This design comes from an exercise in tuning for small area, a short achievable clock period and few clock cycles on the open sky130 flow, not from production work.
Only simulation tests tie the RTL to the original design; equivalence was not proved.
Power figures rest on the tool's default switching activity, not on a simulated workload.

==> flow/design.v <==
module alu(
    input  [15:0] a,
    input  [15:0] b,            
    input         op_arith,     
    input         op_sub,       
    input         op_and,
    input         op_or,        
    input         op_xor,
    input         op_not,
    input         op_shl,
    input         op_shr,
    output [15:0] result,
    output        zero,
    output        negative,
    output        carry,
    output        overflow
);
wire [15:0] p = a ^ b;
wire [15:0] g = a & b;
wire [15:0] G0 = {g[15:1], g[0] | (p[0] & op_sub)};
wire [15:0] P0 = {p[15:1], 1'b0};
wire [15:0] G1, P1, G2, P2, G3, P3, G4;
genvar i;
generate
    for (i = 0; i < 16; i = i + 1) begin : pfx
        if (i >= 1) begin : s1
            assign G1[i] = G0[i] | (P0[i] & G0[i-1]);
            assign P1[i] = P0[i] & P0[i-1];
        end else begin : n1
            assign G1[i] = G0[i];
            assign P1[i] = P0[i];
        end
        if (i >= 2) begin : s2
            assign G2[i] = G1[i] | (P1[i] & G1[i-2]);
            assign P2[i] = P1[i] & P1[i-2];
        end else begin : n2
            assign G2[i] = G1[i];
            assign P2[i] = P1[i];
        end
        if (i >= 4) begin : s3
            assign G3[i] = G2[i] | (P2[i] & G2[i-4]);
            assign P3[i] = P2[i] & P2[i-4];
        end else begin : n3
            assign G3[i] = G2[i];
            assign P3[i] = P2[i];
        end
        if (i >= 8) begin : s4
            assign G4[i] = G3[i] | (P3[i] & G3[i-8]);
        end else begin : n4
            assign G4[i] = G3[i];
        end
    end
endgenerate
wire [16:0] c   = {G4, op_sub};
wire [15:0] sum = p ^ c[15:0];
wire [15:0] r_logic = ({16{op_and}} & g)              |
                      ({16{op_or}}  & (a | b))        |
                      ({16{op_xor}} & p)              |
                      ({16{op_not}} & ~a)             |
                      ({16{op_shl}} & {a[14:0], 1'b0}) |
                      ({16{op_shr}} & {1'b0, a[15:1]});
assign result = ({16{op_arith}} & sum) | r_logic;
wire [15:0] cz  = {a[14:0] | b[14:0], op_sub};
wire [15:0] ez  = op_arith ? (p ^ cz) : r_logic;
assign zero     = ~|ez;
assign negative = result[15];
assign carry    = (op_arith & c[16]) | (op_shl & a[15]) | (op_shr & a[0]);
assign overflow = op_arith & (a[15] == b[15]) & (sum[15] != a[15]);
endmodule
module register_file(
    input          clk,
    input          rst,
    input          wr_en,
    input  [2:0]   rd_addr,      
    input  [15:0]  rd_data,
    output [111:0] regs,         
    output [7:1]   valid         
);
reg [15:0] r [1:7];
reg [7:1]  valid_r;
genvar k;
generate
    for (k = 1; k <= 7; k = k + 1) begin : g_reg
        always @(posedge clk or posedge rst)
            if (rst)
                valid_r[k] <= 1'b0;
            else if (wr_en && rd_addr == k)
                valid_r[k] <= 1'b1;
        always @(posedge clk)
            if (wr_en && rd_addr == k)
                r[k] <= rd_data;
        assign regs[16*k-1 -: 16] = r[k];
    end
endgenerate
assign valid = valid_r;
endmodule
module solix16_cpu(
    input         clk,           
    input         rst,           
    output [11:0] imem_addr,     
    input  [15:0] imem_data,     
    output [11:0] dmem_addr,     
    output [15:0] dmem_wdata,    
    output        dmem_we,       
    input  [15:0] dmem_rdata,    
    output        halted         
);
localparam OP_MOV = 4'b1000;
localparam OP_JMP = 4'b1001;
localparam OP_JZ  = 4'b1010;
localparam OP_JNZ = 4'b1011;
localparam OP_LD  = 4'b1100;
localparam OP_ST  = 4'b1101;
localparam OP_HLT = 4'b1111;
reg  [15:0] pc_seq;          
reg  [11:0] pc_tgt;          
reg         tgt_z1;          
reg         tgt_z0;          
reg  [3:0]  flags;           
reg         halt_r;
reg  [15:0] ex_a, ex_b;      
reg         ex_arith, ex_sub, ex_and, ex_or, ex_xor, ex_not, ex_shl, ex_shr, ex_ld;
reg         ex_wr;           
reg  [2:0]  ex_rd;
reg         ex_flagwr;       
reg         ex_st;
wire        use_tgt = flags[0] ? tgt_z1 : tgt_z0;
wire [15:0] pc      = use_tgt ? {4'h0, pc_tgt} : pc_seq;
wire [15:0] alu_result;
wire        alu_zero, alu_negative, alu_carry, alu_overflow;
alu u_alu (
    .a        (ex_a),
    .b        (ex_b),
    .op_arith (ex_arith),
    .op_sub   (ex_sub),
    .op_and   (ex_and),
    .op_or    (ex_or),
    .op_xor   (ex_xor),
    .op_not   (ex_not),
    .op_shl   (ex_shl),
    .op_shr   (ex_shr),
    .result   (alu_result),
    .zero     (alu_zero),
    .negative (alu_negative),
    .carry    (alu_carry),
    .overflow (alu_overflow)
);
wire [15:0] ex_result = ex_ld ? dmem_rdata : alu_result;
wire [3:0]  flags_new = {alu_overflow, alu_carry, alu_negative, alu_zero};
wire [111:0] regs;
wire [7:1]   valid;
register_file u_regs (
    .clk     (clk),
    .rst     (rst),
    .wr_en   (ex_wr),
    .rd_addr (ex_rd),
    .rd_data (ex_result),
    .regs    (regs),
    .valid   (valid)
);
always @(posedge clk or posedge rst)
    if (rst)
        flags <= 4'b0;
    else if (ex_flagwr)
        flags <= flags_new;
assign dmem_addr  = ex_a[11:0];
assign dmem_wdata = ex_b;
assign dmem_we    = ex_st;
assign halted     = halt_r;
wire [15:0] instr  = imem_data;
wire [3:0]  opcode = instr[15:12];
wire [3:0]  rd     = instr[11:8];
wire [3:0]  rs     = instr[7:4];
wire [3:0]  rt     = instr[3:0];
wire [7:0]  imm8   = instr[7:0];
wire [11:0] target = instr[11:0];
wire is_alu = (opcode[3] == 1'b0);
wire is_sub = (opcode == 4'b0001);
wire is_mov = (opcode == OP_MOV);
wire is_ld  = (opcode == OP_LD);
wire is_st  = (opcode == OP_ST);
wire is_jmp = (opcode == OP_JMP);
wire is_jz  = (opcode == OP_JZ);
wire is_jnz = (opcode == OP_JNZ);
wire is_hlt = (opcode == OP_HLT);
wire stop = halt_r | is_hlt;
function [15:0] read_reg;
    input [3:0]   addr;
    input [111:0] regs_v;
    input [7:1]   valid_v;
    input [15:0]  pc_v;
    input [3:0]   flags_v;
    input         ex_wr_v;
    input [2:0]   ex_rd_v;
    input         ex_flagwr_v;
    reg   [15:0]  v;
    integer       k;
    begin
        v = 16'h0000;
        for (k = 1; k <= 7; k = k + 1)
            v = v | ({16{valid_v[k] && addr == k}} & regs_v[16*k-1 -: 16]);
        v = v | ({16{addr == 4'd8}} & 16'h0FFF)
              | ({16{addr == 4'd9}} & pc_v)
              | ({16{addr == 4'd10 && !ex_flagwr_v}} & {12'h000, flags_v});
        read_reg = v;
    end
endfunction
wire [15:0] rs_reg = read_reg(rs, regs, valid, pc, flags, ex_wr, ex_rd, ex_flagwr);
wire [15:0] rt_reg = read_reg(rt, regs, valid, pc, flags, ex_wr, ex_rd, ex_flagwr);
wire rs_fwd  = ex_wr && rs == {1'b0, ex_rd};
wire rt_fwd  = ex_wr && rt == {1'b0, ex_rd};
wire rs_fwdf = ex_flagwr && rs == 4'd10;
wire rt_fwdf = ex_flagwr && rt == 4'd10;
wire [15:0] rs_val = rs_fwd ? ex_result : rs_fwdf ? {12'h000, flags_new} : rs_reg;
wire [15:0] rt_val = rt_fwd ? ex_result : rt_fwdf ? {12'h000, flags_new} : rt_reg;
wire [15:0] pc_inc = pc + 16'd1;
always @(posedge clk or posedge rst)
    if (rst) begin
        pc_seq <= 16'h0000;
        tgt_z1 <= 1'b0;
        tgt_z0 <= 1'b0;
        halt_r <= 1'b0;
    end else if (!stop) begin
        pc_seq <= pc_inc;
        tgt_z1 <= is_jmp | is_jz;
        tgt_z0 <= is_jmp | is_jnz;
    end else begin
        pc_seq <= pc;
        tgt_z1 <= 1'b0;
        tgt_z0 <= 1'b0;
        halt_r <= 1'b1;
    end
always @(posedge clk)
    pc_tgt <= target;
always @(posedge clk or posedge rst)
    if (rst) begin
        ex_wr     <= 1'b0;
        ex_flagwr <= 1'b0;
        ex_st     <= 1'b0;
    end else begin
        ex_wr     <= ~stop & (is_alu | is_mov | is_ld) & (rd[3] == 1'b0) & (rd[2:0] != 3'd0);
        ex_flagwr <= ~stop & is_alu;
        ex_st     <= ~stop & is_st;
    end
always @(posedge clk) begin
    ex_rd    <= rd[2:0];
    ex_a     <= is_mov ? 16'h0000 : rs_val;
    ex_b     <= is_mov ? {8'h00, imm8} : is_sub ? ~rt_val : rt_val;
    ex_arith <= is_alu & (opcode[2:1] == 2'b00);
    ex_sub   <= is_sub;
    ex_and   <= is_alu & (opcode[2:0] == 3'b010);
    ex_or    <= (is_alu & (opcode[2:0] == 3'b011)) | is_mov;
    ex_xor   <= is_alu & (opcode[2:0] == 3'b100);
    ex_not   <= is_alu & (opcode[2:0] == 3'b101);
    ex_shl   <= is_alu & (opcode[2:0] == 3'b110);
    ex_shr   <= is_alu & (opcode[2:0] == 3'b111);
    ex_ld    <= is_ld;
end
assign imem_addr = pc[11:0];
endmodule
clock: 5.3 ns
lec_check: 0
cap_margin: 20
core_margin: 2
core_utilization: 40
setup_slack_margin: 2.2
slew_margin: 20
run.sh (not shown) runs the stock make flow with config.mk's settings and CLKGATE_MAP_FILE= SYNTH_SCRIPT=/design/flow/synth_recipe.tcl, a recipe that flattens the netlist after the stock synthesis.
Testbench counts at the start, summed over its fixed seeds: cycles 136,711.
Rerun with:
==> flow/flow/run.sh (new file) <==
#!/bin/bash
# Layout flow: the standard ORFS flow (standard.sh, synthesis unchanged),
# with two changes to the layout steps:
#  - the ports are buffered with sky130_fd_sc_hd__buf_1 (still one buffer on
#    every input and output port) instead of the default delay-buffer cell;
#  - timing repair may resize a cell to any equivalent cell, not only to one
#    of the same footprint.
# The full output of the flow goes to flow_make.log in this folder; ORFS
# keeps each step's own log under orfs/logs/.
set -euo pipefail
export BUFFER_PORTS_ARGS="-buffer_cell sky130_fd_sc_hd__buf_1"
bash standard.sh MATCH_CELL_FOOTPRINT=0 finish > flow_make.log 2>&1
==> flow/standard.sh (new file) <==
#!/bin/bash
# synth_recipe.tcl (not shown) runs the flow's synth.tcl, then flattens the netlist and writes it again
# the make line also repeats each setting of config.mk as NAME=value (left out here)
make -C /OpenROAD-flow-scripts/flow DESIGN_CONFIG=/design/flow/config.mk WORK_HOME=/design/flow/orfs CLKGATE_MAP_FILE= SYNTH_SCRIPT=/design/flow/synth_recipe.tcl "${@:-finish}"
removed: flow/run.sh
After rerunning:
- worst setup slack improved by 0.016 ns
- count of clock-buffer cells in the layout goes down by 1
- synthesized area is unchanged
- clock skew climbs by 0.0036 ns
- global-route usage decreases by 0.38 points
- critical path depth fell by 6
- cell count fell by 1.2%
- cell area decreases by 4.8%
- core utilization is lower by 2.3 points
Rerun with:
--- a/flow/config.mk
+++ b/flow/config.mk
@@ -9,4 +9,5 @@
 export CORE_MARGIN = 2
 export CORE_UTILIZATION = 40
+export CTS_BUF_LIST = sky130_fd_sc_hd__clkbuf_8
 export SETUP_SLACK_MARGIN = 2.2
 export SLEW_MARGIN = 20
After rerunning:
- The new run completed with no timing, DRC or antenna violations
- register-to-register slack is better by 0.03 ns
- area after synthesis does not change
- routed wire length goes up by 0.72%
Rerun with:
==> flow/run.sh (new file) <==
#!/bin/bash
# synth_recipe.tcl (not shown) runs the flow's synth.tcl, then flattens the netlist and writes it again
# the make line also repeats each setting of config.mk as NAME=value (left out here)
make -C /OpenROAD-flow-scripts/flow DESIGN_CONFIG=/design/flow/config.mk WORK_HOME=/design/flow/orfs CLKGATE_MAP_FILE= SYNTH_SCRIPT=/design/flow/synth_recipe.tcl finish
--- a/flow/config.mk
+++ b/flow/config.mk
@@ -8,6 +8,6 @@
 export CAP_MARGIN = 20
 export CORE_MARGIN = 2
-export CORE_UTILIZATION = 40
-export CTS_BUF_LIST = sky130_fd_sc_hd__clkbuf_8
-export SETUP_SLACK_MARGIN = 2.2
+export CORE_UTILIZATION = 55
+export CTS_BUF_LIST = sky130_fd_sc_hd__clkbuf_4 sky130_fd_sc_hd__clkbuf_8
+export SETUP_SLACK_MARGIN = 2.5
 export SLEW_MARGIN = 20
removed: flow/flow/run.sh
removed: flow/standard.sh
Effect: The changed run completed with no timing, DRC or antenna violations; total power went up by 7.7%; setup slack improves by 0.018 ns; cell count went down by 1.3%; final area went up by 10%; routed wire length went up by 1.3%; area after synthesis does not change; global-route usage went up by 11 points; utilization went up by 24 points.

re-timing with driven ports:
How much do the figures lean on ideal ports? The routed layouts below were timed once more, with nothing changed but the port constraints.
Step 1: set_driving_cell puts a clkbuf_16 on clk and a buf_2 on each other input, an assumption about the parent block.
Step 2 moves the port delays by t, midway between the first and last clock arrival at a register: inputs arrive t later, outputs are due t later. That takes back most of the time a late clock gives input paths.
a / b / c = ideal ports / drivers / drivers and shift; a / b = the first two.
| run | t, ns | setup slack, ns | pins driven straight from the clock port |
|---|---|---|---|
| the first run | 0.476 | 2.215 / 2.215 / 1.877 | 1 |
| the second run | 0.489 | 2.231 / 2.181 / 1.849 | 1 |
| the third run | 0.527 | 2.206 / 2.207 / 1.700 | 1 |
| the fourth run | 0.518 | 2.224 / 2.179 / 2.097 | 1 |
After both steps every run listed still meets setup and hold. The setup slack of the third run, which loses most, moves by +0.001 ns with the drivers and by -0.506 ns with both steps.
